What follows belongs to an exercise in optimizing a design on an open flow for small area, a short achievable clock period and few clock cycles per item; a production flow would make more cautious choices.
Where RTL was checked, it was by simulation tests only, not by an equivalence proof against the original.
Power figures rest on the tool's default switching activity, not on a simulated workload.

Design huffman, start of the top module:
module huffman(clk, reset, gray_data, gray_valid, CNT_valid, CNT1, CNT2, CNT3, CNT4, CNT5, CNT6,
    code_valid, HC1, HC2, HC3, HC4, HC5, HC6, M1, M2, M3, M4, M5, M6);
input clk;
input reset;
input gray_valid;
input [7:0] gray_data;
output reg CNT_valid;
output [7:0] CNT1, CNT2, CNT3, CNT4, CNT5, CNT6;
output reg code_valid;
output [7:0] HC1, HC2, HC3, HC4, HC5, HC6;
output [7:0] M1, M2, M3, M4, M5, M6;
reg idle, counting, build;    
reg [5:0] sel;
reg [6:0] w[0:5];
reg [2:0] pos[0:5];
reg [4:0] hc[0:5];
reg [4:0] m[0:5];
reg par;         
reg merged;      
reg comb;        
reg fin;         
reg [4:1] pend;  
reg [2:0] ncomb;
integer i;
function lt7(input [6:0] x, input [6:0] z);
	reg [6:0] l, g;
	reg l65, g65, l43, g43, l21, g21, l6to3, g6to3, l2to0;
	begin
		l = ~x & z;
		g = x & ~z;
		l65 = l[6] | (~g[6] & l[5]);
		g65 = g[6] | (~l[6] & g[5]);
		l43 = l[4] | (~g[4] & l[3]);
		g43 = g[4] | (~l[4] & g[3]);
		l21 = l[2] | (~g[2] & l[1]);
		g21 = g[2] | (~l[2] & g[1]);
		l6to3 = l65 | (~g65 & l43);
		g6to3 = g65 | (~l65 & g43);
		l2to0 = l21 | (~g21 & l[0]);
		lt7 = l6to3 | (~g6to3 & l2to0);
	end
endfunction
function [6:0] add7(input [6:0] x, input [6:0] z);
	reg [6:0] g, p, c;
	reg g10, g32, p32, g54, p54;
	begin
		g = x & z;
		p = x ^ z;
		g10 = g[1] | (p[1] & g[0]);
		g32 = g[3] | (p[3] & g[2]);
		p32 = p[3] & p[2];
		g54 = g[5] | (p[5] & g[4]);
		p54 = p[5] & p[4];
		c[0] = 1'b0;
		c[1] = g[0];
		c[2] = g10;
		c[3] = g[2] | (p[2] & g10);
		c[4] = g32 | (p32 & g10);
		c[5] = g[4] | (p[4] & c[4]);
		c[6] = g54 | (p54 & c[4]);
		add7 = p ^ c;
	end
endfunction
reg [6:0] cur, inc;
always @* begin
	cur = 7'd0;
	for (i = 0; i < 6; i = i + 1)
		cur = cur | ({7{sel[i]}} & w[i]);
	for (i = 0; i < 7; i = i + 1)
		inc[i] = cur[i] ^ (&(cur | ~((7'd1 << i) - 7'd1)));
end
reg [4:0] lt;
always @* begin
	for (i = 0; i < 5; i = i + 1)
		lt[i] = lt7(w[i], w[i + 1]);
end
wire in_order = ~|lt;
wire sorting = build && !merged;
wire [6:0] sum = add7(w[4], w[5]);
reg [4:0] swap;
always @* begin
	for (i = 0; i < 5; i = i + 1) begin
		if (sorting)
			swap[i] = lt[i] && (i[0] == par);
		else
			swap[i] = build && !comb && !fin && (i >= 1) && pend[i] && (i == 4 || !pend[i + 1]);
	end
end
reg [4:1] pend_nx;
always @* begin
	if (comb) begin
		for (i = 1; i < 5; i = i + 1)
			pend_nx[i] = lt7(w[i - 1], sum);
	end
	else
  ...
Size in the first run: ~1100 cells after synthesis, ~140 flip-flops, about 8800 µm² of cells after synthesis.
clock: 6.0 ns
lec_check: 0
cap_margin: 20
core_margin: 2
core_utilization: 55
cts_buf_list: sky130_fd_sc_hd__clkbuf_8
cts_cluster_size: 30
setup_slack_margin: 3.7
slew_margin: 20
tns_end_percent: 100
standard.sh (not shown) runs the stock make flow with config.mk's settings and CLKGATE_MAP_FILE= SYNTH_SCRIPT=/design/flow/synth_recipe.tcl, a recipe that flattens the netlist after the stock synthesis.
==> flow/flow/run.sh <==
#!/bin/bash
# Standard layout, with plain buffers (instead of the delay buffers buffer_ports picks by
# default) on the input and output ports.
set -euo pipefail
export BUFFER_PORTS_ARGS="-buffer_cell sky130_fd_sc_hd__buf_2"
bash standard.sh > standard_flow.log 2>&1
The baseline completed without violations.
==> next run, changes <==
- TNS_END_PERCENT: 100 -> 10
Wire length falls by 10%.
Core utilization shrinks by 7.5 points.
Cell area decreases by 10%.
Total power falls by 13%.
Final cell count goes down by 3.8%.
Synthesized cell count stays the same.
Die area stays the same.
Via count decreases by 4.9%.
Function was not checked in any run of this note: the RTL went through the layout flow alone.

---

P:
huffman, a different RTL version from the one above (not shown whole).
For scale: roughly 140 flip-flops.
clock: 6.0 ns
lec_check: 0
cap_margin: 20
core_margin: 2
core_utilization: 55
cts_buf_list: sky130_fd_sc_hd__clkbuf_8
cts_cluster_size: 30
setup_slack_margin: 3.6
slew_margin: 20
tns_end_percent: 10
==> flow/flow/run.sh <==
#!/bin/bash
# Standard layout, with two changes: plain buffers (instead of the delay buffers
# buffer_ports picks by default) on the input and output ports, and one tie
# cell per constant value shared by all constant outputs (instead of one per port).
set -euo pipefail
export BUFFER_PORTS_ARGS="-buffer_cell sky130_fd_sc_hd__buf_1"
export SKIP_REPAIR_TIE_FANOUT=1
bash standard.sh > standard_flow.log 2>&1
Testbench counts of P, summed over its fixed seeds: cycles 23,029, frames 192.
### P -> Q
Settings: SETUP_SLACK_MARGIN changed from 3.6 to 3.8.
Findings:
The global-route usage in Q sits 0.72 points above the value recorded for P.
P → Q: pin slew with the least headroom to its limit has decreased, required time reported for the critical path endpoint held steady, hold slack went down by 0.0038 ns.
Cmp Q and P / number of standard cells in the final layout excluding fillers / lower: P
Relative to Q, the following input files were edited for R:
Settings: ABC_CLOCK_PERIOD_IN_PS: unset -> 2400; SETUP_SLACK_MARGIN: 3.8 -> 3.7.
Notes after the runs:
- On share of post-route cells with drive strength above 1, the higher figure sits with Q, not R.
- Where total via count in the routed design is concerned, Q is outperformed by R.
- pix[1] as the critical path launch point was reported by Q, and w[3][0] by R.
- R against Q: global-route wire length before repair +0.78%, area growth from synthesis to layout dropped 6.3 points, post-CTS setup repair buffer count shows a reduction of 25%.
[inputs] S vs R
Settings: CORE_UTILIZATION changed from 55 to 65; ABC_CLOCK_PERIOD_IN_PS removed (was 2400).
## What came out
Total chip power, S and R, higher one = R. Buffering stage count on the worst path with inverters included came out exactly the same in S and R. S against R: cell area after layout dropped 2.8%; power spent charging and discharging nets down 0.94%. Via count of the routed design on S is behind R.

---

== oak ==
Another version of the RTL of huffman (not shown whole).
Size: about 130 flip-flops, ~160 I/O pins.
make LEC_CHECK=0 ABC_CLOCK_PERIOD_IN_PS=2000 CAP_MARGIN=20 CORE_MARGIN=2 CORE_UTILIZATION=40 SETUP_SLACK_MARGIN=4.0 SLEW_MARGIN=20 finish   # period 6.0 ns
run.sh (not shown) runs the stock make flow with config.mk's settings and CLKGATE_MAP_FILE= SYNTH_SCRIPT=/design/flow/synth_recipe.tcl, a recipe that flattens the netlist after the stock synthesis.
Stock flow here: none of the scripts above is used.
oak did not stop at any stage, and its layout met the timing, design-rule and antenna checks.
## Diff of input files: pine against oak
Settings: ABC_CLOCK_PERIOD_IN_PS: 2000 -> unset; SETUP_SLACK_MARGIN: 4.0 -> unset.
--- outcome ---
pine vs oak: worst max-slew margin expressed relative to the limit down in pine
Layout-stage area growth over the synthesis result was higher in oak than in pine.
Summary — power share of the combinational group, pine relative to oak: lower, by 16 points.
No run among oak and pine stopped early or left any final violation; all are clean.
pine ended with less cell area than oak.
pine vs oak on buffers plus inverters on the worst setup path: pine is the lower one.
Routed wire length in pine is 9200 um below oak.
Final period demand of the worst path | pine above oak
The inputs of birch differ from those of pine as listed below.
Settings: SETUP_SLACK_MARGIN now 3.5, previously not set; ABC_CLOCK_PERIOD_IN_PS now 2500, previously not set.
[summary]
- birch completed; timing, DRC and antenna clean
- The biggest cell delay along the critical path number comes out higher for pine vs birch.
- | final non-filler cell area | birch vs pine | worse |
- Final critical-path required period | birch below pine
- From pine to birch the numbers moved as follows: portion of the clock cycle consumed by the worst path in the final layout saw a decrease; buffering stage count on the worst path with inverters included saw an increase.
- Maximum operating frequency, birch vs pine: up by more than a quarter
- On birch: share of cell area taken by flip-flops and latches is 5.4 points lower than what pine gave.
Function was not checked in any run of this note: the RTL went through the layout flow alone.

---

Another version of the RTL of huffman (not shown whole).
For scale: about 920 cells after synthesis, about 140 flip-flops, ~160 I/O pins, roughly 7800 µm² of cells after synthesis.
clock: 6.0 ns
lec_check: 0
cap_margin: 20
core_margin: 2
core_utilization: 55
cts_buf_list: sky130_fd_sc_hd__clkbuf_8
cts_cluster_size: 30
setup_slack_margin: 3.6
slew_margin: 20
tns_end_percent: 10
standard.sh (not shown) runs the stock make flow with config.mk's settings and CLKGATE_MAP_FILE= SYNTH_SCRIPT=/design/flow/synth_recipe.tcl, a recipe that flattens the netlist after the stock synthesis.
==> flow/flow/run.sh <==
#!/bin/bash
# Standard layout, with two changes: plain buffers (instead of the delay buffers
# buffer_ports picks by default) on the input and output ports, and one tie
# cell per constant value shared by all constant outputs (instead of one per port).
set -euo pipefail
export BUFFER_PORTS_ARGS="-buffer_cell sky130_fd_sc_hd__buf_2"
export SKIP_REPAIR_TIE_FANOUT=1
bash standard.sh > standard_flow.log 2>&1
The baseline finished clean.
Testbench counts at the start, summed over its fixed seeds: cycles 23,029, frames 192.
Rerun with:
==> flow/flow/run.sh (replaced) <==
#!/bin/bash
# Standard layout, with three changes: plain buffers (instead of the delay
# buffers buffer_ports picks by default) on the input and output ports, one tie
# cell per constant value shared by all constant outputs (instead of one per
# port), and a clock tree without dummy loads.
set -euo pipefail
export BUFFER_PORTS_ARGS="-buffer_cell sky130_fd_sc_hd__buf_2"
export SKIP_REPAIR_TIE_FANOUT=1
export CTS_ARGS="-sink_clustering_enable -repair_clock_nets -sink_clustering_size 30 -buf_list sky130_fd_sc_hd__clkbuf_8 -dont_use_dummy_load"
bash standard.sh > standard_flow.log 2>&1
Effect: Sequential power stays flat. Global-route usage drops by 0.69 points. Wire length climbs by 2.5%. Hold slack gets worse by 11 ps. Setup slack gets better by 36 ps. Synthesized cell count does not change. Sequential share of layout area drops by 0.44 points. Clock skew climbs by 16 ps. Final area climbs by 2.2%. Power drops by 1.4%. Combinational power climbs by 8.8%.
Rerun with:
==> flow/flow/run.sh (replaced) <==
#!/bin/bash
# Standard layout, with two changes: plain buffers (instead of the delay buffers
# buffer_ports picks by default) on the input and output ports, and one tie
# cell per constant value shared by all constant outputs (instead of one per port).
set -euo pipefail
export BUFFER_PORTS_ARGS="-buffer_cell sky130_fd_sc_hd__buf_2"
export SKIP_REPAIR_TIE_FANOUT=1
bash standard.sh > standard_flow.log 2>&1
SETUP_SLACK_MARGIN = 3.7   (was 3.6)
What happened: Cell area went up by 2.6%; clock skew went down by 16 ps; utilization went up by 1.7 points; routed wire length went up by 2.6%; die area does not change; via count went up by about 0.9%; sequential cell count stays the same; setup slack is better by 17 ps; worst hold slack is better by 11 ps.

re-timing with driven ports:
No port has a modelled driver above. Below, the same layouts with a new extraction and two added sets of constraints.
Step 1 (the two cells are an assumption about what drives the block):
set clk [get_ports {clk}]
set_driving_cell -lib_cell sky130_fd_sc_hd__clkbuf_16 $clk
set_driving_cell -lib_cell sky130_fd_sc_hd__buf_2 [delete_from_list [all_inputs] $clk]
Step 2 also shifts input and output timing later by t, the mid clock arrival at the registers, as if the neighbouring blocks saw the same clock.
a / b / c = ideal ports / drivers / drivers and shift; a / b = the first two.
run	t, ns	setup WS [ns]	hold WS [ns]	clock arrival spread, ns
the first run of note 1	0.500	2.744 / 2.744 / 2.744	0.467 / 0.467 / 0.467	0.016 / 0.016
the second run of note 1	0.493	2.818 / 2.818 / 2.818	0.464 / 0.464 / 0.464	0.014 / 0.014
P	0.496	3.575 / 3.570 / 3.575	0.443 / 0.443 / 0.443	0.011 / 0.011
Q	0.494	3.710 / 3.710 / 3.710	0.439 / 0.439 / 0.439	0.011 / 0.011
R	0.488	3.640 / 3.602 / 3.662	0.445 / 0.445 / 0.445	0.011 / 0.011
S	0.480	3.629 / 3.608 / 3.629	0.437 / 0.437 / 0.437	0.009 / 0.010
oak	0.478	3.080 / 3.080 / 3.080	0.471 / 0.471 / 0.471	0.011 / 0.010
pine	0.467	2.097 / 2.097 / 2.097	0.462 / 0.462 / 0.462	0.015 / 0.015
birch	0.468	3.028 / 3.028 / 3.028	0.455 / 0.455 / 0.455	0.010 / 0.010
the first run of note 4	0.484	3.527 / 3.527 / 3.527	0.448 / 0.448 / 0.448	0.010 / 0.010
the second run of note 4	0.472	3.563 / 3.563 / 3.563	0.437 / 0.437 / 0.437	0.026 / 0.026
the third run of note 4	0.480	3.580 / 3.580 / 3.580	0.448 / 0.448 / 0.448	0.010 / 0.010
After both steps every run listed still meets setup and hold.
